From an optimization exercise on the open Yosys and OpenROAD flow, aimed at a short achievable clock period and few clock cycles; shortcuts taken in it are not production practice.
Only simulation tests tie the RTL to the original design; equivalence was not proved.
Power is estimated from default activity; no workload was simulated.

==> flow/design.v (excerpt) <==
module in_order_cpu(
    input clk, rst,
    output spart_wrt_en,
    output [31:0] spart_wrt_add,
    output [31:0] spart_wrt_data,
    output [9:0] imem_addr,
    input [31:0] imem_data,
    output dmem_ren,
    input [31:0] dmem_rdata
);
Settings: LEC_CHECK=0, CAP_MARGIN=20, CORE_MARGIN=2, CORE_UTILIZATION=45, SLEW_MARGIN=20; clock period 10.5 ns.
standard.sh (not shown) runs the stock make flow with config.mk's settings and CLKGATE_MAP_FILE= SYNTH_SCRIPT=/design/flow/synth_recipe.tcl, a recipe that flattens the netlist after the stock synthesis.
==> flow/flow/run.sh <==
#!/bin/bash
# The standard layout (standard.sh), with two changes:
#  * synthesis: the standard flow's synthesis script, but abc maps the logic with a
#    delay-driven script (flow/abc_fast.script) and the adders are left to abc
#    (ADDER_MAP_FILE empty); registers are mapped exactly as in the standard
#    synthesis;
#  * timing repair aims below the design's period (SETUP_SLACK_MARGIN).
# The constraints (constraint.sdc) are the design's, unchanged.
set -euo pipefail
export FAST_ABC_SCRIPT="$PWD/flow/abc_fast.script"
bash standard.sh SYNTH_SCRIPT="$PWD/flow/synth.tcl" ADDER_MAP_FILE= SETUP_SLACK_MARGIN=7.0 finish > standard_flow.log 2>&1
==> flow/flow/abc_fast.script <==
strash
dch
map -D 500
buffer
upsize -D 500
dnsize -D 500
==> flow/flow/synth.tcl <==
# The standard flow's synthesis script (synth_recipe.tcl) with one change: abc maps the
# logic with abc_fast.script (delay-driven map) instead of ORFS's speed script.
# Registers are mapped before abc, as in the standard synthesis.
proc synth {args} { yosys synth -nofsm -noshare {*}$args }
proc abc {args} {
  set i [lsearch -exact $args -script]
  if { $i >= 0 } { lset args [expr { $i + 1 }] $::env(FAST_ABC_SCRIPT) }
  yosys abc {*}$args
}
source $::env(SCRIPTS_DIR)/synth.tcl
# left out here: clear keep_hierarchy, flatten, clean up, hide names made inside functions, write 1_2_yosys.v
Testbench counts at the start, summed over its fixed seeds: cycles 110,994.
Edit:
--- a/flow/design.v
+++ b/flow/design.v
@@ -51,17 +51,16 @@
     output [31:0] spart_wrt_data,
     output [9:0] imem_addr,
     input [31:0] imem_data,
     output dmem_ren,
     input [31:0] dmem_rdata
 );
 localparam A_ADD = 0, A_SUB = 1, A_AND = 2, A_OR = 3, A_XOR = 4, A_SLL = 5, A_SRL = 6, A_SRA = 7;
 reg [31:0] pc;
-reg [9:0]  fa;         
 reg        d_valid;
 reg [31:0] d_instr;
 reg [31:0] d_pc1;
 reg [31:0] d_rs_rf, d_rt_rf;    
 reg        d_lw, d_sw, d_use_rs, d_use_rtx;    
 reg [4:0]  d_rs_sel, d_rt_sel;  
 reg        d_pt;       
 reg [31:0] d_brt;      
@@ -88,17 +87,17 @@
 reg [4:0]  w_dst;
 reg        w_regw;
 reg [31:0] x_res;
 reg [4:0]  x_dst;
 reg        x_regw;
 reg [31:0] rf [0:31];
 reg        ra_v;
 reg [31:0] ra_val;
-assign imem_addr = fa;
+assign imem_addr = pc[9:0];
 wire [31:0] pc_inc;
 ks_add #(32) i_pc_inc (.a(pc), .b(32'd0), .cin(1'b1), .s(pc_inc), .cout());
 wire [5:0] f_op = imem_data[31:26];
 wire f_br  = (f_op >= 6'h13) && (f_op <= 6'h19);
 wire f_j   = (f_op == 6'h1a) || (f_op == 6'h1b);
 wire f_ret = (f_op == 6'h1d) && (imem_data[25:21] == 5'd31) && ra_v;
 wire [31:0] f_brt;       
 add_sext16 i_f_brt (.a(pc), .imm(imem_data[15:0]), .cin(1'b1), .s(f_brt));
@@ -248,23 +247,16 @@
         3'd5: br_taken = br_n;             
         3'd6: br_taken = !br_z;            
         default: br_taken = 1'b1;
     endcase
 end
 wire jr_ok = e_pjr && (e_ptgt == e_sd);
 wire redir_e = (e_brv && (br_taken != e_pt)) || (e_jrv && !jr_ok);
 wire [31:0] e_tgt = e_jr ? e_sd : e_alt;    
-wire [9:0] fa_next = redir_e ? e_tgt[9:0] : jr_d ? rs_val[9:0] : stall ? pc[9:0] : f_next[9:0];
-always @(posedge clk or posedge rst) begin
-    if (rst)
-        fa <= 10'd0;
-    else
-        fa <= fa_next;
-end
 always @(posedge clk or posedge rst) begin
     if (rst) begin
         pc <= 32'd0;
         d_valid <= 1'b0;
     end else if (redir_e) begin
         pc <= e_tgt;
         d_valid <= 1'b0;
     end else if (jr_d) begin
=> The changed run ran to the end with no violations; worst setup slack degrades by 0.013 ns; design area goes up slightly; routed wire length goes up by a few percent; non-clock buffer count goes up by 69; register-to-register slack degrades by 0.03 ns; die area goes up slightly; cell count goes up slightly; fmax goes down slightly.
Testbench counts after the change, summed over its fixed seeds: cycles 110,994.


Another version of the RTL of in_order_cpu (not shown whole).
Size in the first run: roughly 8,400 cells after synthesis, ~1,700 flip-flops.
Settings: LEC_CHECK=0, CAP_MARGIN=20, CORE_MARGIN=2, CORE_UTILIZATION=45, SLEW_MARGIN=20; clock period 10.5 ns.
Scripts as last shown in full above: flow/flow/run.sh, flow/flow/abc_fast.script, flow/flow/synth.tcl
Testbench counts at the start, summed over its fixed seeds: cycles 110,994.
Change:
--- a/flow/design.v
+++ b/flow/design.v
@@ -52,23 +52,25 @@
     output [9:0] imem_addr,
     input [31:0] imem_data,
     output dmem_ren,
     input [31:0] dmem_rdata
 );
 localparam A_ADD = 0, A_SUB = 1, A_AND = 2, A_OR = 3, A_XOR = 4, A_SLL = 5, A_SRL = 6, A_SRA = 7;
 reg [31:0] pc;
 reg        d_valid;
 reg [31:0] d_instr;
 reg [31:0] d_pc1;
 reg [31:0] d_rs_oh, d_rt_oh;    
-reg [31:0] d_rs_rf, d_rt_rf;    
+reg [31:0] d_rs_rfl, d_rs_rfh, d_rt_rfl, d_rt_rfh;
+wire [31:0] d_rs_rf = d_rs_rfl | d_rs_rfh;
+wire [31:0] d_rt_rf = d_rt_rfl | d_rt_rfh;
 reg        d_lw, d_sw, d_use_rs, d_use_rtx;    
 reg [4:0]  d_rs_sel, d_rt_sel;  
 reg        d_pt;       
 reg [31:0] d_brt;      
 reg        d_pjr;      
 reg [31:0] d_ptgt;
 reg        e_valid;
 reg [31:0] e_a, e_b, e_sd;
 reg [7:0]  e_op;
 reg [4:0]  e_sh;
 reg [4:0]  e_dst;
@@ -161,30 +163,34 @@
 wire [31:0] f_rs_oh = 32'd1 << imem_data[25:21];
 wire [31:0] f_rt_oh = 32'd1 << imem_data[20:16];
 wire [31:0] rd_rs_oh = stall ? d_rs_oh : f_rs_oh;
 wire [31:0] rd_rt_oh = stall ? d_rt_oh : f_rt_oh;
 wire [5:0] fo = imem_data[31:26];
 wire f_lw = fo == 6'h11;
 wire f_sw = fo == 6'h12;
 wire f_use_rs = (fo >= 6'h01 && fo <= 6'h0f && fo != 6'h04) || f_lw || f_sw ||
                 (fo >= 6'h14 && fo <= 6'h19) || fo == 6'h1c || fo == 6'h1d;
 wire f_use_rtx = fo == 6'h01 || fo == 6'h03 || fo == 6'h09 || fo == 6'h0c || fo == 6'h0e ||
                  (fo >= 6'h14 && fo <= 6'h19);
-reg [31:0] rf_rs, rf_rt;
+reg [31:0] rf_rsl, rf_rsh, rf_rtl, rf_rth;
 integer ri;
 always @(*) begin
-    rf_rs = 32'd0;
-    rf_rt = 32'd0;
-    for (ri = 0; ri < 32; ri = ri + 1) begin
-        rf_rs = rf_rs | ({32{rd_rs_oh[ri]}} & rf[ri]);
-        rf_rt = rf_rt | ({32{rd_rt_oh[ri]}} & rf[ri]);
+    rf_rsl = 32'd0;
+    rf_rsh = 32'd0;
+    rf_rtl = 32'd0;
+    rf_rth = 32'd0;
+    for (ri = 0; ri < 16; ri = ri + 1) begin
+        rf_rsl = rf_rsl | ({32{rd_rs_oh[ri]}} & rf[ri]);
+        rf_rtl = rf_rtl | ({32{rd_rt_oh[ri]}} & rf[ri]);
+        rf_rsh = rf_rsh | ({32{rd_rs_oh[ri+16]}} & rf[ri+16]);
+        rf_rth = rf_rth | ({32{rd_rt_oh[ri+16]}} & rf[ri+16]);
     end
 end
 function [31:0] pick;
     input [4:0] sel;
     input [31:0] ev, mv, wv, xv, rfv;
     begin
         pick = ({32{sel[4]}} & ev) | ({32{sel[3]}} & mv) | ({32{sel[2]}} & wv) |
                ({32{sel[1]}} & xv) | ({32{sel[0]}} & rfv);
     end
 endfunction
 wire [31:0] rs_val = pick(d_rs_sel, alu_res, m_val, w_res, x_res, d_rs_rf);
@@ -273,24 +279,26 @@
     end else if (jr_d) begin
         pc <= rs_val;
         d_valid <= 1'b0;
     end else if (!stall) begin
         pc <= f_next;
         d_valid <= 1'b1;
     end
 end
 always @(posedge clk) begin
     d_rs_sel <= n_rs_sel;
     d_rt_sel <= n_rt_sel;
-    d_rs_rf <= rf_rs;
-    d_rt_rf <= rf_rt;
+    d_rs_rfl <= rf_rsl;
+    d_rs_rfh <= rf_rsh;
+    d_rt_rfl <= rf_rtl;
+    d_rt_rfh <= rf_rth;
     if (!stall) begin
         d_instr <= imem_data;
         d_rs_oh <= f_rs_oh;
         d_rt_oh <= f_rt_oh;
         d_lw <= f_lw;
         d_sw <= f_sw;
         d_use_rs <= f_use_rs;
         d_use_rtx <= f_use_rtx;
         d_pc1 <= pc_inc;
         d_pt <= f_pt;
         d_brt <= f_brt;
Worst setup slack is better by 0.087 ns.
Clock power is higher by a few percent.
Non-clock buffer count is lower by 166.
Final area is lower slightly.
Via count is higher slightly.
Clock-buffer cell count is lower by 5.
Sequential share of layout area is higher by 2.1 points.
Global-route usage is higher by 0.53 points.
Testbench counts after the change, summed over its fixed seeds: cycles 110,994.


in_order_cpu, a different RTL version from the one above (not shown whole).
For scale: roughly 8200 cells after synthesis, roughly 1600 flip-flops, ~79000 sq um of cells after synthesis.
Settings: LEC_CHECK=0, ABC_CLOCK_PERIOD_IN_PS=3500, CAP_MARGIN=20, CORE_MARGIN=2, CORE_UTILIZATION=45, SLEW_MARGIN=20; clock period 10.5 ns.
Scripts as last shown in full above: flow/flow/run.sh, flow/flow/abc_fast.script, flow/flow/synth.tcl
Testbench counts at the start, summed over its fixed seeds: cycles 110,994.
Then changed:
--- a/flow/design.v
+++ b/flow/design.v
@@ -135,26 +135,26 @@
 wire is_ctrl = is_br || op_j || op_jal;        
 wire link    = op_jal || op_jalr;
 wire wr_rd   = op_add || op_sub || op_sll || op_sra || op_srl || op_and || op_or || op_xor;
 wire wr_rt   = op_addi || op_lui || op_mov || op_andi || op_not || op_ori || op_xori || op_lw || op_ldc;
 wire regw    = wr_rd || wr_rt || link;
 wire [4:0] dst = link ? 5'd31 : (wr_rd ? rd : rt);
 wire use_rs = op_add || op_addi || op_sub || op_mov || op_sll || op_sra || op_srl || op_and ||
               op_andi || op_not || op_or || op_ori || op_xor || op_xori || op_lw || op_sw ||
               op_bc || op_jalr || op_jr;
 wire use_rt = op_add || op_sub || op_and || op_or || op_xor || op_sw || op_bc;
 wire e_fw = e_valid && e_regw;
 wire dep_e = e_valid && e_lw && ((use_rs && rs == e_dst) || (use_rt && !op_sw && rt == e_dst));
-wire agu_haz = op_lw && ((e_fw && rs == e_dst) || (m_lw && rs == m_dst));
-wire sw_early = op_sw && !(e_fw && (rs == e_dst || rt == e_dst)) && !(m_lw && rs == m_dst);
+wire agu_haz = op_lw && ((e_fw && rs == e_dst) || (m_regw && rs == m_dst));
+wire sw_early = op_sw && !(e_fw && (rs == e_dst || rt == e_dst)) && !(m_regw && rs == m_dst);
 wire mem_busy = (op_lw || sw_early) && e_valid && e_sw;
 wire stall = d_valid && (dep_e || agu_haz || mem_busy);
 wire [31:0] alu_res;
 wire [31:0] m_val = m_lw ? dmem_rdata : m_res;
 function [31:0] fwd;
     input [4:0] r;
     input [31:0] rfv, ev, mv, wv;
     input e_hit_en, m_hit_en, w_hit_en;
     input [4:0] ed, md, wd;
     begin
         if (e_hit_en && ed == r)      fwd = ev;
         else if (m_hit_en && md == r) fwd = mv;
@@ -165,25 +165,25 @@
 reg [31:0] rf_rs, rf_rt;
 integer ri;
 always @(*) begin
     rf_rs = 32'd0;
     rf_rt = 32'd0;
     for (ri = 0; ri < 32; ri = ri + 1) begin
         rf_rs = rf_rs | ({32{d_rs_oh[ri]}} & rf[ri]);
         rf_rt = rf_rt | ({32{d_rt_oh[ri]}} & rf[ri]);
     end
 end
 wire [31:0] rs_val = fwd(rs, rf_rs, alu_res, m_val, w_res, e_fw, m_regw, w_regw, e_dst, m_dst, w_dst);
 wire [31:0] rt_val = fwd(rt, rf_rt, alu_res, m_val, w_res, e_fw, m_regw, w_regw, e_dst, m_dst, w_dst);
-wire [31:0] base_val = fwd(rs, rf_rs, 32'd0, m_res, w_res, 1'b0, m_regw, w_regw, e_dst, m_dst, w_dst);
+wire [31:0] base_val = fwd(rs, rf_rs, 32'd0, 32'd0, w_res, 1'b0, 1'b0, w_regw, e_dst, m_dst, w_dst);
 wire [31:0] ag_addr;
 add_sext16 i_ag (.a(base_val), .imm(imm), .cin(1'b0), .s(ag_addr));
 wire [31:0] sd_early = fwd(rt, rf_rt, 32'd0, m_val, w_res, 1'b0, m_regw, w_regw, e_dst, m_dst, w_dst);
 wire ld_go = d_valid && op_lw && !stall;
 wire st_go = d_valid && sw_early && !stall && !redir_e;
 wire jr_d = d_valid && (op_jr || op_jalr) && !d_pjr && !stall;
 wire [31:0] sext = {{16{imm[15]}}, imm};
 wire [31:0] zext = {16'h0000, imm};
 wire a_zero = op_lui || op_ldc || link;
 wire [31:0] a_next = a_zero ? 32'd0 : rs_val;
 wire [31:0] b_next = (op_addi || op_lw || op_sw)          ? sext :
                      (op_andi || op_ori || op_xori)       ? zext :
- clock power fell by about 0.6%
- die area falls by 0.49%
- combinational power went up by about 3%
- wire length stays flat
- worst setup slack gains 0.13 ns
- synthesized cell count hardly moves
- hold slack gets worse by 0.020 ns
- power hardly moves
- global-route usage goes up by 0.55 points
- sequential share of layout area drops by 0.22 points
Testbench counts after the change, summed over its fixed seeds: cycles 111,201.

re-timing with driven ports:
How much do the figures lean on ideal ports? The routed layouts below were timed once more, with nothing changed but the port constraints.
Step 1 assumes that a clkbuf_16 drives the clock port and a buf_2 every other input.
Step 2 times the ports against the registers' clock, not the clock port: input delays grow and output delays shrink by t, the midpoint of the rising clock arrivals with the driver on.
a / b / c = no drivers / after step 1 / after step 2; a / b = the first two.
run | t, ns | setup WS [ns] | worst hold slack (ns)
the first run of note 1 | 0.951 | 6.837 / 6.848 / 5.936 | 0.338 / 0.338 / 0.338
the second run of note 1 | 0.934 | 6.824 / 6.784 / 6.032 | 0.301 / 0.301 / 0.301
the first run of note 2 | 0.953 | 6.787 / 6.827 / 5.875 | 0.340 / 0.340 / 0.340
the second run of note 2 | 0.970 | 6.874 / 6.845 / 5.940 | 0.341 / 0.341 / 0.341
the first run of note 3 | 0.958 | 6.382 / 6.382 / 5.901 | 0.336 / 0.336 / 0.336
the second run of note 3 | 0.959 | 6.511 / 6.511 / 5.718 | 0.315 / 0.315 / 0.315
After both steps setup and hold are still met in every run listed. The setup slack of the second run of note 2, which loses most, moves by -0.029 ns with the drivers and by -0.934 ns with both steps.
